From an optimization exercise on the open Yosys and OpenROAD flow, aimed at small area; shortcuts taken in it are not production practice. The RTL was checked by simulation tests, not by an equivalence proof against the original design. Power figures rest on the tool's default switching activity, not on a simulated workload.

--- design/flow/flow/run.sh ---
#!/bin/bash
# Standard ORFS layout; the port buffers are the smallest buffer cell, the
# clock tree uses small clock buffers and no dummy loads.
set -euo pipefail
bash standard.sh \
  "BUFFER_PORTS_ARGS=-buffer_cell sky130_fd_sc_hd__buf_1" \
  "CTS_ARGS=-sink_clustering_enable -repair_clock_nets -buf_list {sky130_fd_sc_hd__clkbuf_4} -dont_use_dummy_load -sink_clustering_size 10 -sink_clustering_max_diameter 35" \
  SKIP_REPAIR_TIE_FANOUT=1 \
  finish > standard_make.log 2>&1
--- design/flow/standard.sh ---
#!/bin/bash
# synth_recipe.tcl (not shown) runs the flow's synth.tcl, then flattens the netlist and writes it again
# the make line also repeats each setting of config.mk as NAME=value (left out here)
make -C /OpenROAD-flow-scripts/flow DESIGN_CONFIG=/design/flow/config.mk WORK_HOME=/design/flow/orfs CLKGATE_MAP_FILE= SYNTH_SCRIPT=/design/flow/synth_recipe.tcl "${@:-finish}"
--- design/flow/config.mk ---
export PLATFORM = sky130hd
export DESIGN_NAME = merge
export DESIGN_NICKNAME = merge
export VERILOG_FILES = /design/flow/design.v
export SDC_FILE = /design/flow/constraint.sdc
export NUM_CORES = 4
export LEC_CHECK = 0
export CAP_MARGIN = 5
export CORE_MARGIN = 2
export CORE_UTILIZATION = 40
export PLACE_DENSITY = 0.85
export SLEW_MARGIN = 5
--- design/flow/constraint.sdc ---
create_clock -name core_clock -period 10.0 [get_ports {clk}]
set_input_delay 2.0000 -clock core_clock [delete_from_list [all_inputs] [get_ports {clk}]]
set_output_delay 2.0000 -clock core_clock [all_outputs]
set_load 0.01 [all_outputs]
--- design/flow/design.v ---
module background_collision (clk, rst, R_bg, G_bg, B_bg, ancora_bg_X, ancora_sp_X, ancora_bg_Y, ancora_sp_Y,
                        max_R_top, max_G_top, max_B_top, min_R_top, min_G_top, min_B_top, avg_R_top, avg_G_top, avg_B_top,
                        max_R_bottom, max_G_bottom, max_B_bottom, min_R_bottom, min_G_bottom, min_B_bottom, avg_R_bottom, avg_G_bottom, avg_B_bottom,
                        max_R_right, max_G_right, max_B_right, min_R_right, min_G_right, min_B_right, avg_R_right, avg_G_right, avg_B_right,
                        max_R_left, max_G_left, max_B_left, min_R_left, min_G_left, min_B_left, avg_R_left, avg_G_left, avg_B_left
                        );
    input wire clk, rst;
    input wire [7:0] R_bg, G_bg, B_bg;
    input wire [9:0] ancora_bg_X, ancora_sp_X, ancora_bg_Y, ancora_sp_Y;
    output wire [7:0] max_R_top, max_G_top, max_B_top, min_R_top, min_G_top, min_B_top, avg_R_top, avg_G_top, avg_B_top;
    output wire [7:0] max_R_bottom, max_G_bottom, max_B_bottom, min_R_bottom, min_G_bottom, min_B_bottom, avg_R_bottom, avg_G_bottom, avg_B_bottom;
    output wire [7:0] max_R_right, max_G_right, max_B_right, min_R_right, min_G_right, min_B_right, avg_R_right, avg_G_right, avg_B_right;
    output wire [7:0] max_R_left, max_G_left, max_B_left, min_R_left, min_G_left, min_B_left, avg_R_left, avg_G_left, avg_B_left;
    wire [10:0] dX, dY;
    wire [10:0] bX, bY;
    assign bX[0] = 1'b1;
    assign bY[0] = 1'b1;
    genvar b;
    generate
        for (b = 0; b < 10; b = b + 1) begin : sub
            assign dX[b] = ancora_bg_X[b] ^ ~ancora_sp_X[b] ^ bX[b];
            assign bX[b+1] = (ancora_bg_X[b] & ~ancora_sp_X[b]) | (bX[b] & (ancora_bg_X[b] ^ ~ancora_sp_X[b]));
            assign dY[b] = ancora_bg_Y[b] ^ ~ancora_sp_Y[b] ^ bY[b];
            assign bY[b+1] = (ancora_bg_Y[b] & ~ancora_sp_Y[b]) | (bY[b] & (ancora_bg_Y[b] ^ ~ancora_sp_Y[b]));
        end
    endgenerate
    assign dX[10] = ~bX[10];
    assign dY[10] = ~bY[10];
    wire inXY = ~dX[10] & ~|dX[9:4] & ~dY[10] & ~|dY[9:4];
    wire x0 = dX[3:0] == 4'd0;
    wire x15 = &dX[3:0];
    wire y0 = dY[3:0] == 4'd0;
    wire y15 = &dY[3:0];
    wire hit = inXY & (x0 | x15 | y0 | y15);
    wire [1:0] reg_idx = x0 ? 2'd0 : x15 ? 2'd1 : y15 ? 2'd2 : 2'd3;
    reg rd, hd;
    reg [1:0] idx;
    reg [23:0] cd;
    always @(posedge clk) begin
        rd  <= rst;
        hd  <= hit;
        idx <= reg_idx;
        cd  <= {B_bg, G_bg, R_bg};
    end
    reg [143:0] S;
    reg [95:0]  MX;
    reg [95:0]  AV;
    genvar r, c;
    generate
        for (c = 0; c < 3; c = c + 1) begin : ch
            wire [7:0]  col  = cd[8*c +: 8];
            reg  [11:0] selS;
            reg  [7:0]  selM;
            always @* begin
                case (idx)
                    2'd0: begin selS = S[12*c +: 12];     selM = MX[8*c +: 8];     end
                    2'd1: begin selS = S[12*(3+c) +: 12]; selM = MX[8*(3+c) +: 8]; end
                    2'd2: begin selS = S[12*(6+c) +: 12]; selM = MX[8*(6+c) +: 8]; end
                    default: begin selS = S[12*(9+c) +: 12]; selM = MX[8*(9+c) +: 8]; end
                endcase
            end
            wire [11:0] nsum;
            wire [12:0] cy;
            wire [8:0]  gc;
            assign cy[0] = 1'b0;
            assign gc[0] = 1'b0;
            for (b = 0; b < 12; b = b + 1) begin : add
                wire cb = (b < 8) ? col[b] : 1'b0;
                assign nsum[b] = selS[b] ^ cb ^ cy[b];
                assign cy[b+1] = (selS[b] & cb) | (cy[b] & (selS[b] ^ cb));
            end
            for (b = 0; b < 8; b = b + 1) begin : cmp
                assign gc[b+1] = (col[b] & ~selM[b]) | (gc[b] & ~(col[b] ^ selM[b]));
            end
            wire gt = gc[8];
            for (r = 0; r < 4; r = r + 1) begin : rg
                wire x  = hd & (idx == r);
                wire xm = x & gt;
                wire [11:0] wS = {12{ x & ~rd}};
                wire [11:0] hS = {12{~x & ~rd}};
                wire [7:0]  wM = {8{ xm & ~rd}};
                wire [7:0]  hM = {8{~xm & ~rd}};
                always @(posedge clk) begin
                    S[12*(3*r + c) +: 12] <= (wS & nsum) | (hS & S[12*(3*r + c) +: 12]);
                    AV[8*(3*r + c) +: 8]  <= (wS[7:0] & selS[11:4]) | (hS[7:0] & AV[8*(3*r + c) +: 8]);
                    MX[8*(3*r + c) +: 8]  <= (wM & col) | (hM & MX[8*(3*r + c) +: 8]);
                end
            end
        end
    endgenerate
    assign {max_B_top, max_G_top, max_R_top}          = MX[23:0];
    assign {max_B_bottom, max_G_bottom, max_R_bottom} = MX[47:24];
    assign {max_B_right, max_G_right, max_R_right}    = MX[71:48];
    assign {max_B_left, max_G_left, max_R_left}       = MX[95:72];
    assign {avg_B_top, avg_G_top, avg_R_top}          = AV[23:0];
    assign {avg_B_bottom, avg_G_bottom, avg_R_bottom} = AV[47:24];
    assign {avg_B_right, avg_G_right, avg_R_right}    = AV[71:48];
    assign {avg_B_left, avg_G_left, avg_R_left}       = AV[95:72];
    assign {min_B_top, min_G_top, min_R_top}          = 24'd0;
    assign {min_B_bottom, min_G_bottom, min_R_bottom} = 24'd0;
    assign {min_B_right, min_G_right, min_R_right}    = 24'd0;
    assign {min_B_left, min_G_left, min_R_left}       = 24'd0;
endmodule
module merge (stopMerge, R_bg, G_bg, B_bg, R_sp, G_sp, B_sp, R_outRegA, G_outRegA, B_outRegA, R_outRegB, G_outRegB, B_outRegB, posX_bg, posY_bg, posX_sp, posY_sp, reset, clk, readVgaSelector,max_R_top, max_G_top, max_B_top, min_R_top, min_G_top, min_B_top, avg_R_top, avg_G_top, avg_B_top,
                        max_R_bottom, max_G_bottom, max_B_bottom, min_R_bottom, min_G_bottom, min_B_bottom, avg_R_bottom, avg_G_bottom, avg_B_bottom,
                        max_R_right, max_G_right, max_B_right, min_R_right, min_G_right, min_B_right, avg_R_right, avg_G_right, avg_B_right,
                        max_R_left, max_G_left, max_B_left, min_R_left, min_G_left, min_B_left, avg_R_left, avg_G_left, avg_B_left);
    input wire clk, reset, readVgaSelector;
    input wire [7:0] R_bg, G_bg, B_bg, R_sp, G_sp, B_sp;
    input wire [9:0] posX_bg, posY_bg, posX_sp, posY_sp;
    output reg [127:0] R_outRegA, G_outRegA, B_outRegA, R_outRegB, G_outRegB, B_outRegB;
    output wire [7:0] max_R_top, max_G_top, max_B_top, min_R_top, min_G_top, min_B_top, avg_R_top, avg_G_top, avg_B_top,
                        max_R_bottom, max_G_bottom, max_B_bottom, min_R_bottom, min_G_bottom, min_B_bottom, avg_R_bottom, avg_G_bottom, avg_B_bottom,
                        max_R_right, max_G_right, max_B_right, min_R_right, min_G_right, min_B_right, avg_R_right, avg_G_right, avg_B_right,
                        max_R_left, max_G_left, max_B_left, min_R_left, min_G_left, min_B_left, avg_R_left, avg_G_left, avg_B_left;
    output stopMerge;
    reg [5:0] cnt;
    wire iniciarMerge = cnt[5] & cnt[0];
    reg [9:0] ancX, ancY;
    always @(posedge clk) begin
        if (reset) begin
            cnt  <= 6'd0;
            ancX <= 10'd0;
            ancY <= 10'd0;
        end else begin
            if (!iniciarMerge)
                cnt <= cnt + 6'd1;
            if (cnt == 6'd0) begin
                ancX <= posX_sp;
                ancY <= posY_sp;
            end
        end
    end
    reg [3:0] contadorA, contadorB;
    reg full_A, full_B;
    assign stopMerge = readVgaSelector ? full_A : full_B;
    wire goA = iniciarMerge &  readVgaSelector & ~full_A;
    wire goB = iniciarMerge & ~readVgaSelector & ~full_B;
    wire trans = (R_sp == 8'h17) & (G_sp == 8'h17) & (B_sp == 8'h17);
    wire [23:0] pix  = trans ? {B_bg, G_bg, R_bg} : {B_sp, G_sp, R_sp};
    always @(posedge clk) begin
        if (reset) begin
            contadorA <= 4'd0;
            contadorB <= 4'd0;
            full_A <= 1'b0;
            full_B <= 1'b0;
        end else if (iniciarMerge) begin
            contadorA <= (readVgaSelector && contadorA != 4'd15) ? contadorA + 4'd1 : 4'd0;
            contadorB <= (!readVgaSelector && contadorB != 4'd15) ? contadorB + 4'd1 : 4'd0;
            if (goA) begin
                full_B <= 1'b0;
                if (contadorA == 4'd15) full_A <= 1'b1;
            end else if (goB) begin
                full_A <= 1'b0;
                if (contadorA == 4'd15) full_B <= 1'b1;
            end
        end
    end
    genvar i;
    generate
        for (i = 0; i < 16; i = i + 1) begin : slot
            wire xA = goA & (contadorA == i);
            wire xB = goB & (contadorB == i);
            wire [23:0] wA = {24{ xA & ~reset}};
            wire [23:0] hA = {24{~xA & ~reset}};
            wire [23:0] wB = {24{ xB & ~reset}};
            wire [23:0] hB = {24{~xB & ~reset}};
            always @(posedge clk) begin
                {B_outRegA[8*i +: 8], G_outRegA[8*i +: 8], R_outRegA[8*i +: 8]} <=
                    (wA & pix) | (hA & {B_outRegA[8*i +: 8], G_outRegA[8*i +: 8], R_outRegA[8*i +: 8]});
                {B_outRegB[8*i +: 8], G_outRegB[8*i +: 8], R_outRegB[8*i +: 8]} <=
                    (wB & pix) | (hB & {B_outRegB[8*i +: 8], G_outRegB[8*i +: 8], R_outRegB[8*i +: 8]});
            end
        end
    endgenerate
    background_collision sprite01 (
        .clk(clk), .rst(reset),
        .R_bg(R_bg), .G_bg(G_bg), .B_bg(B_bg),
        .ancora_bg_X(posX_bg), .ancora_bg_Y(posY_bg),
        .ancora_sp_X(ancX), .ancora_sp_Y(ancY),
        .max_R_top(max_R_top), .max_G_top(max_G_top), .max_B_top(max_B_top),
        .min_R_top(min_R_top), .min_G_top(min_G_top), .min_B_top(min_B_top),
        .avg_R_top(avg_R_top), .avg_G_top(avg_G_top), .avg_B_top(avg_B_top),
        .max_R_bottom(max_R_bottom), .max_G_bottom(max_G_bottom), .max_B_bottom(max_B_bottom),
        .min_R_bottom(min_R_bottom), .min_G_bottom(min_G_bottom), .min_B_bottom(min_B_bottom),
        .avg_R_bottom(avg_R_bottom), .avg_G_bottom(avg_G_bottom), .avg_B_bottom(avg_B_bottom),
        .max_R_right(max_R_right), .max_G_right(max_G_right), .max_B_right(max_B_right),
        .min_R_right(min_R_right), .min_G_right(min_G_right), .min_B_right(min_B_right),
        .avg_R_right(avg_R_right), .avg_G_right(avg_G_right), .avg_B_right(avg_B_right),
        .max_R_left(max_R_left), .max_G_left(max_G_left), .max_B_left(max_B_left),
        .min_R_left(min_R_left), .min_G_left(min_G_left), .min_B_left(min_B_left),
        .avg_R_left(avg_R_left), .avg_G_left(avg_G_left), .avg_B_left(avg_B_left)
    );
endmodule
==> out/summary.txt, run 1 <==
I/O pin cnt - 1148
Worst Tran Pin Value - 1.344 ns
IO buf count - 1051
Cells after Synth - 3684
Worst VDD drop - 114.6 µV
Sequential cell fraction of total power - 0.630
GRT overflow - 0
Crit end category - flip-flop
Pleak - 16.16 nW
Die Ht - 320.9 µm
Slowest-stage cell, CP - dfxtp_2
Clock power share - 0.302
Internal - 5.524 mW
Ys async rst share - 0
Initial antenna violation count - 18
Clk_skew - 0.1538 ns
Synthesis Warnings - 2
Width of the die - 320.9 µm
Most common cell after layout, fill and taps aside - dfxtp_1
Type of the worst setup path - flip-flop to flip-flop
Flop2flop setup slack - 3.66 ns
Hold Path Class - flip-flop to flip-flop
Drt initial violations - 4498
Number of synthesized flops with an enable pin - 0
Syn_nets - 3859
Comb power frac - 0.068
Fillers - 9078
Reg2reg path depth - 15
Critical Path Fanout Max - 39
CTS root buffer - clkbuf_4
Status - complete, no violations
RD Place Congestion - 0.9494
CTS tree - built
DRC viols - 0
First-pass GRT wire length - 224.9 mm
DR vias/cell - 6.015
Post-Route WL - 161.4 mm
Top FF cell, synth - dfxtp_1
Crit share post-route - 0.6341
Hold Path End - B_outRegB[113]
H-tree depth - 4
Switching power total - 1.953 mW
Row cnt - 116
Worst skew pair latency - 1.16 ns
Drt wl/cell - 27.45 µm
R2R Path End - sprite01.S[143]
Critical register-to-register path startpoint - sprite01.idx[1]
Commonest non-fill, non-tap cells in the layout - dfxtp_1, buf_1, nand2_1, o2bb2ai_1, a22o_1
Mapped Area - 40170 µm²
Die ar. - 103000 µm²
Netlist cell types - 57
# resized after CTS - 0
CP most frequent cell - fa_1
Largest net degree at the start of global routing - 97
Final HPWL DP - 110.8 mm
Worst hold start - B_outRegB[113]
Cells on Worst Hold Path - 2
Core Region - 99860 µm²
RSZ-0062 raised after global routing - no
Sum Neg Setup Slack - 0 ns
Number of global-route vias before repair - 33260
Sw frac - 0.2612
Post-Syn Area per Cell - 10.90 µm²
Clk slew on worst S/H paths - 0.10 ns
Tmin final - 6.341 ns
Sequential area share after synthesis - 0.5821
Highest cell delay on the worst timing path - 0.92 ns
Routed vias - 35370
Max Cap Viol - 0
CP cell instances - buf_4, mux4_2, ha_1, fa_1, fa_1, fa_1, fa_1, fa_1, fa_1, fa_1, ha_1, ha_1, ha_1, xnor2_1, o21ai_0
Net count, final - 4750
Starting density of the core - 0.4023
Fraction of layout cells with a size suffix above 1 - 0.08310
Final hold vios - 0
Postcts setup bufs - 0
Synthesized flop and latch total - 1168
Clock buffer count from CTS - 162
Hold buffers post-CTS - 0
Initial DRT Pass Iterations - 8
Endpoints failing setup - 0
Pwr per Cell Area - 162.4 nW/µm²
Gr usage total - 0.2962
Crit path DAT - 7.22 ns
Fin. max-slew vios - 0
CTS sink count - 1168
Routed Antenna Nets - 0
Fmax - 157.7 MHz
Setup crit start kind - flip-flop
Max clock buf depth - 3
Synth-to-Final Area Change - 14.60%
Worst Path Required - 10.87 ns
Final hold slack - 0.4519 ns
Max-slew headroom - 0.1038
-- synthesized netlist by cell type, types with 2 or more instances --
master / number / area, µm²
ha_1: 45 / 563.0
nand4_1: 5 / 31.28
o2bb2ai_1: 360 / 3153
xnor2_1: 3 / 26.28
mux2_2: 4 / 45.04
o21ai_0: 259 / 1296
nor4bb_1: 3 / 30.03
and2_1: 9 / 56.30
nand4b_1: 2 / 17.52
a22o_1: 324 / 2838
nor2b_1: 13 / 81.33
nand2b_1: 5 / 31.28
xor2_1: 2 / 17.52
clkbuf_1: 176 / 660.6
or2_2: 4 / 25.02
nand3_1: 13 / 65.06
nor2_1: 77 / 289.0
a21oi_2: 15 / 131.4
a21oi_1: 87 / 435.4
nand3b_1: 3 / 22.52
and3_1: 4 / 25.02
o31ai_1: 4 / 30.03
o211ai_1: 3 / 22.52
nor3b_1: 4 / 30.03
nor3_1: 17 / 85.08
or3_1: 2 / 12.51
o21a_1: 3 / 22.52
dfxtp_1: 1168 / 23380
a31oi_2: 3 / 37.54
a211o_1: 3 / 26.28
nor4b_1: 2 / 17.52
inv_1: 65 / 244.0
nand2_1: 482 / 1809
buf_1: 8 / 30.03
a31o_2: 3 / 26.28
mux4_2: 57 / 1284
or4b_2: 2 / 20.02
a31oi_1: 5 / 31.28
buf_4: 101 / 758.2
fa_1: 39 / 780.8
buf_2: 109 / 545.5
a211oi_1: 40 / 300.3
mux2i_1: 8 / 80.08
nor4_1: 2 / 12.51
o21ai_1: 129 / 645.6
-- final cells by class --
type                    count  area [µm²]  share of cell area
flip-flops and latches   1168       23390              0.5081
inverters                  66       247.7            0.005382
well taps                1298        1624             0.03528
diodes                      9       22.52           0.0004893
repair buffers           1121        4487             0.09747
clock buffers             162        1216             0.02642
multi-input cells        2056       15050              0.3269
-- cells by family (layout without fill, tap and decap cells) --
| family | after synthesis | after routing | share of synthesized area |
|---|---|---|---|
| compound gates | 1242 | 1242 | 0.2247 |
| xor+xnor | 5 | 5 | 0.001090 |
| fa+ha+maj | 84 | 84 | 0.03345 |
| buf+inv | 460 | 1349 | 0.05582 |
| flops | 1168 | 1168 | 0.5821 |
| mux | 69 | 69 | 0.03507 |
| other cells | 1 | 10 | 0.00009335 |
| simple gates | 655 | 655 | 0.06765 |
-- worst max-delay path, delay by kind of cell (launching register included) --
| kind | cells | cell delay (ns) |
|---|---|---|
| adders and majority gates | 11 | 3.79 |
| DFF | 1 | 0.92 |
| buffers and inverters | 1 | 0.61 |
| muxes | 1 | 0.40 |
| xor gates and xnor gates | 1 | 0.29 |
| AOI/OAI and AO/OA | 1 | 0.13 |
-- per-layer routing --
layer / up-vias / share of wire / wire, µm / global-route usage
li1: 14880 / - / - / -
met1: 16890 / 0.35 / 55990 / 0.3370
met2: 2865 / 0.46 / 73480 / 0.4683
met3: 723 / 0.13 / 20300 / 0.1021
met4: 6 / 0.072 / 11590 / 0.2049
met5: - / 0.00029 / 47 / 0
-- registers in the layout, indices dropped and copies added (netlist names), 6 cells and up --
signal       count
B_outRegA      128
B_outRegB      128
G_outRegA      128
G_outRegB      128
R_outRegA      128
R_outRegB      128
ancX            10
ancY            10
cnt              6
sprite01.AV     96
sprite01.MX     96
sprite01.S     144
sprite01.cd     24
-- power groups by stage --
stage                     Sequential [mW]  Clock, mW  Combinational, mW
after floorplan                      4.79          0              0.313
after global placement               4.81          0              0.493
after detailed placement             4.81          0              0.496
after CTS                            4.71       2.26              0.498
after global routing                 4.71       2.44              0.527
final                                4.71       2.26              0.510
-- how the worst max path moves through the flow --
| stage | cells after the start | slack, ns | from | end |
|---|---|---|---|---|
| final | 15 | 3.66 | sprite01.idx[1] | sprite01.S[143] |
| after global routing | 15 | 3.49 | sprite01.idx[1] | sprite01.S[71] |
| after CTS | 15 | 3.75 | sprite01.idx[1] | sprite01.S[143] |
| after detailed placement | 19 | 2.81 | posY_bg[0] | sprite01.hd |
| after global placement | 19 | 2.81 | posY_bg[0] | sprite01.hd |
| after floorplan | 19 | 3.61 | posX_bg[0] | sprite01.hd |
-- metrics by stage --
step                      utilization  setup WS, ns  area (µm²)  instances  power, mW
after global routing           0.4608         3.493       46010       5872      7.680
after floorplan                     -         3.614       40170       3684      5.098
after CTS                      0.4608         3.746       46010       5871      7.467
after detailed placement       0.4486         2.806       44790       5709      5.310
after global placement         0.4486         2.813       44790       5709      5.307
final                          0.4610         3.659       46030       5880      7.477
==> inputs of run 2 (changes only) <==
==> design/flow/flow/run.sh (replaced) <==
#!/bin/bash
# Standard ORFS layout; the port buffers are the smallest buffer cell, the
# clock tree uses small clock buffers and no dummy loads.
set -euo pipefail
bash standard.sh \
  "BUFFER_PORTS_ARGS=-buffer_cell sky130_fd_sc_hd__buf_1" \
  "CTS_ARGS=-sink_clustering_enable -repair_clock_nets -buf_list {sky130_fd_sc_hd__clkbuf_8} -dont_use_dummy_load -sink_clustering_size 20 -sink_clustering_max_diameter 40" \
  SKIP_REPAIR_TIE_FANOUT=1 \
  finish > standard_make.log 2>&1
==> out/summary.txt, run 2 <==
Fin. max-slew vios - 0
Die ar. - 103000 µm²
Worst VDD drop - 121.3 µV
Number of synthesized flops with an enable pin - 0
Pleak - 16.26 nW
Drt initial violations - 4183
RSZ-0062 raised after global routing - no
Worst Tran Pin Value - 1.367 ns
Most common cell after layout, fill and taps aside - dfxtp_1
Starting density of the core - 0.4023
Met2 Use GR - 0.4644
Cells after Synth - 3684
Initial DRT Pass Iterations - 6
Pwr per Cell Area - 167.6 nW/µm²
DRC viols - 0
Fmax - 157.6 MHz
Crit share post-route - 0.6346
Clk slew on worst S/H paths - 0.07 ns
Final hold vios - 0
Most frequent cell after synthesis - dfxtp_1
Clock buffer count from CTS - 118
Worst Path Required - 10.56 ns
CTS tree - built
Crit end category - flip-flop
Reg2reg path depth - 15
Netlist cell types - 57
Critical register-to-register path startpoint - sprite01.idx[1]
Max clock buf depth - 3
Die Ht - 320.9 µm
Routed Antenna Nets - 0
Met3 usage - 0.09816
Row cnt - 116
Critical Path Fanout Max - 39
Core Region - 99860 µm²
Ys async rst share - 0
Fraction of layout cells with a size suffix above 1 - 0.07419
Tmin final - 6.346 ns
# resized after CTS - 0
Worst Setup SP - sprite01.idx[1]
Setup crit start kind - flip-flop
Total design power - 7.784 mW
CTS sink count - 1168
RD Place Congestion - 0.9494
Sequential area share after synthesis - 0.5821
Max reg flops - 144
Synthesis Warnings - 2
Mapped Area - 40170 µm²
Synthesized flop and latch total - 1168
Width of the die - 320.9 µm
Net count, final - 4706
R2R Path End - sprite01.S[35]
Cells on Worst Hold Path - 2
GRT overflow - 0
Synth-to-Final Area Change - 15.64%
Max-slew headroom - 0.08873
DR vias/cell - 5.993
Most common library cells after synthesis - dfxtp_1, nand2_1, o2bb2ai_1
Initial antenna violation count - 17
Top FF cell, synth - dfxtp_1
Largest net degree at the start of global routing - 97
Postcts setup bufs - 0
Drt wl/cell - 27.66 µm
Worst setup endpoint - sprite01.S[35]
Post-Route WL - 161.6 mm
Commonest non-fill, non-tap cells in the layout - dfxtp_1, buf_1, nand2_1, o2bb2ai_1, a22o_1
Endpoints failing setup - 0
IO buf count - 1051
First-pass GRT wire length - 225.1 mm
Syn_nets - 3859
Yosys top cell area share - 0.5821
Area contributors post-synth - dfxtp_1, o2bb2ai_1, a22o_1
I/O pin cnt - 1148
Sum Neg Setup Slack - 0 ns
Busiest layer in global routing - met2
Status - complete, no violations
Cell taking the most area after synthesis - dfxtp_1
Crit path DAT - 6.91 ns
Clk_skew - 0.1486 ns
H-tree depth - 3
Final HPWL DP - 110.8 mm
Hold buffers post-CTS - 0
Number of global-route vias before repair - 33050
Post-Syn Area per Cell - 10.90 µm²
Type of the worst setup path - flip-flop to flip-flop
Gr usage total - 0.2953
Max Cap Viol - 0
Hold Path Class - flip-flop to flip-flop
Routed vias - 35000
Worst skew pair latency - 0.84 ns
Flop2flop setup slack - 3.65 ns
GRT met1 Usage - 0.3354
CTS root buffer - clkbuf_8
Most flop-heavy register - sprite01.S
[run 2: report_power, final]
group / internal (mW) / switching, mW
sequential: 4.67 / 0.0441
clock: 1.04 / 1.53
combinational: 0.119 / 0.392
[run 2: how the worst min path moves through the flow]
stage / from / to / slack, ns
2_1_floorplan: sprite01.S[107] / sprite01.S[107] / 0.42
3_3_place_gp: sprite01.S[59] / sprite01.S[59] / 0.43
3_5_place_dp: sprite01.S[131] / sprite01.S[131] / 0.44
4_1_cts: R_outRegB[68] / R_outRegB[68] / 0.45
5_1_grt: B_outRegB[113] / B_outRegB[113] / 0.46
6_report: G_outRegB[28] / G_outRegB[28] / 0.45
[run 2: kinds of logic (layout without fill, tap and decap cells)]
logic type / Yosys count / in the layout / share of synthesized area
AO/OA/AOI/OAI: 1242 / 1242 / 0.2247
flip-flops: 1168 / 1168 / 0.5821
AND/OR/NAND/NOR: 655 / 655 / 0.06765
buffers and inverters: 460 / 1305 / 0.05582
adder cells (fa/ha/maj): 84 / 84 / 0.03345
multiplexers: 69 / 69 / 0.03507
XOR/XNOR: 5 / 5 / 0.001090
other: 1 / 14 / 0.00009335
[run 2: metrics by stage]
step / hold slack [ns] / instance area, µm² / setup WS, ns / utilization / instances
after CTS: 0.4482 / 46420 / 3.715 / 0.4649 / 5827
after floorplan: 0.4198 / 40170 / 3.614 / - / 3684
after detailed placement: 0.4394 / 44790 / 2.806 / 0.4486 / 5709
after global placement: 0.4284 / 44790 / 2.813 / 0.4486 / 5709
after global routing: 0.4611 / 46420 / 3.498 / 0.4649 / 5829
final: 0.4492 / 46450 / 3.654 / 0.4652 / 5840
[run 2: cell type report]
type / count / area [µm²]
inverter: 66 / 247.7
clock buffer: 118 / 1624
fill: 8953 / 53410
timing repair buffer: 1121 / 4487
antenna: 13 / 32.53
tap: 1298 / 1624
multi-input combinational: 2056 / 15050
sequential: 1168 / 23390
[run 2: critical path, cell delays in order (launching register included)]
cell     delay, ns
dfxtp_2       0.92
buf_4         0.60
mux4_2        0.40
ha_1          0.23
fa_1          0.43
fa_1          0.42
fa_1          0.44
fa_1          0.43
fa_1          0.44
fa_1          0.42
fa_1          0.40
ha_1          0.20
ha_1          0.18
ha_1          0.22
xnor2_1       0.28
o21ai_0       0.11
[run 2: per-layer routing]
layer,routed length [µm],up-vias,share of wire
met2,72380,2843,0.45
met4,13110,10,0.081
li1,-,14740,-
met1,54490,16690,0.34
met3,21520,713,0.13
met5,58,-,0.00036

[what the ideal ports hide]
How much do the figures lean on ideal ports? The routed layouts below were timed once more, with nothing changed but the port constraints.
Step 1 assumes that a clkbuf_16 drives the clock port and a buf_2 every other input.
Step 2 adds t to the input delays and takes it off the output delays; t is the mean of the earliest and latest rising clock arrival at the registers after step 1. Input paths then give back, and output paths get back, about the clock's delay inside the block.
a / b / c = ideal ports / drivers / drivers and shift; a / b = the first two.
run | t (ns) | setup slack, ns | worst hold slack (ns)
run 1 | 1.125 | 3.659 / 3.659 / 2.818 | 0.452 / 0.452 / 0.452
run 2 | 0.833 | 3.654 / 3.654 / 2.896 | 0.449 / 0.449 / 0.449
After both steps every run listed still meets setup and hold. For run 1, which loses most, drivers alone change the setup slack by 0.000 ns; drivers and shift together by -0.841 ns.
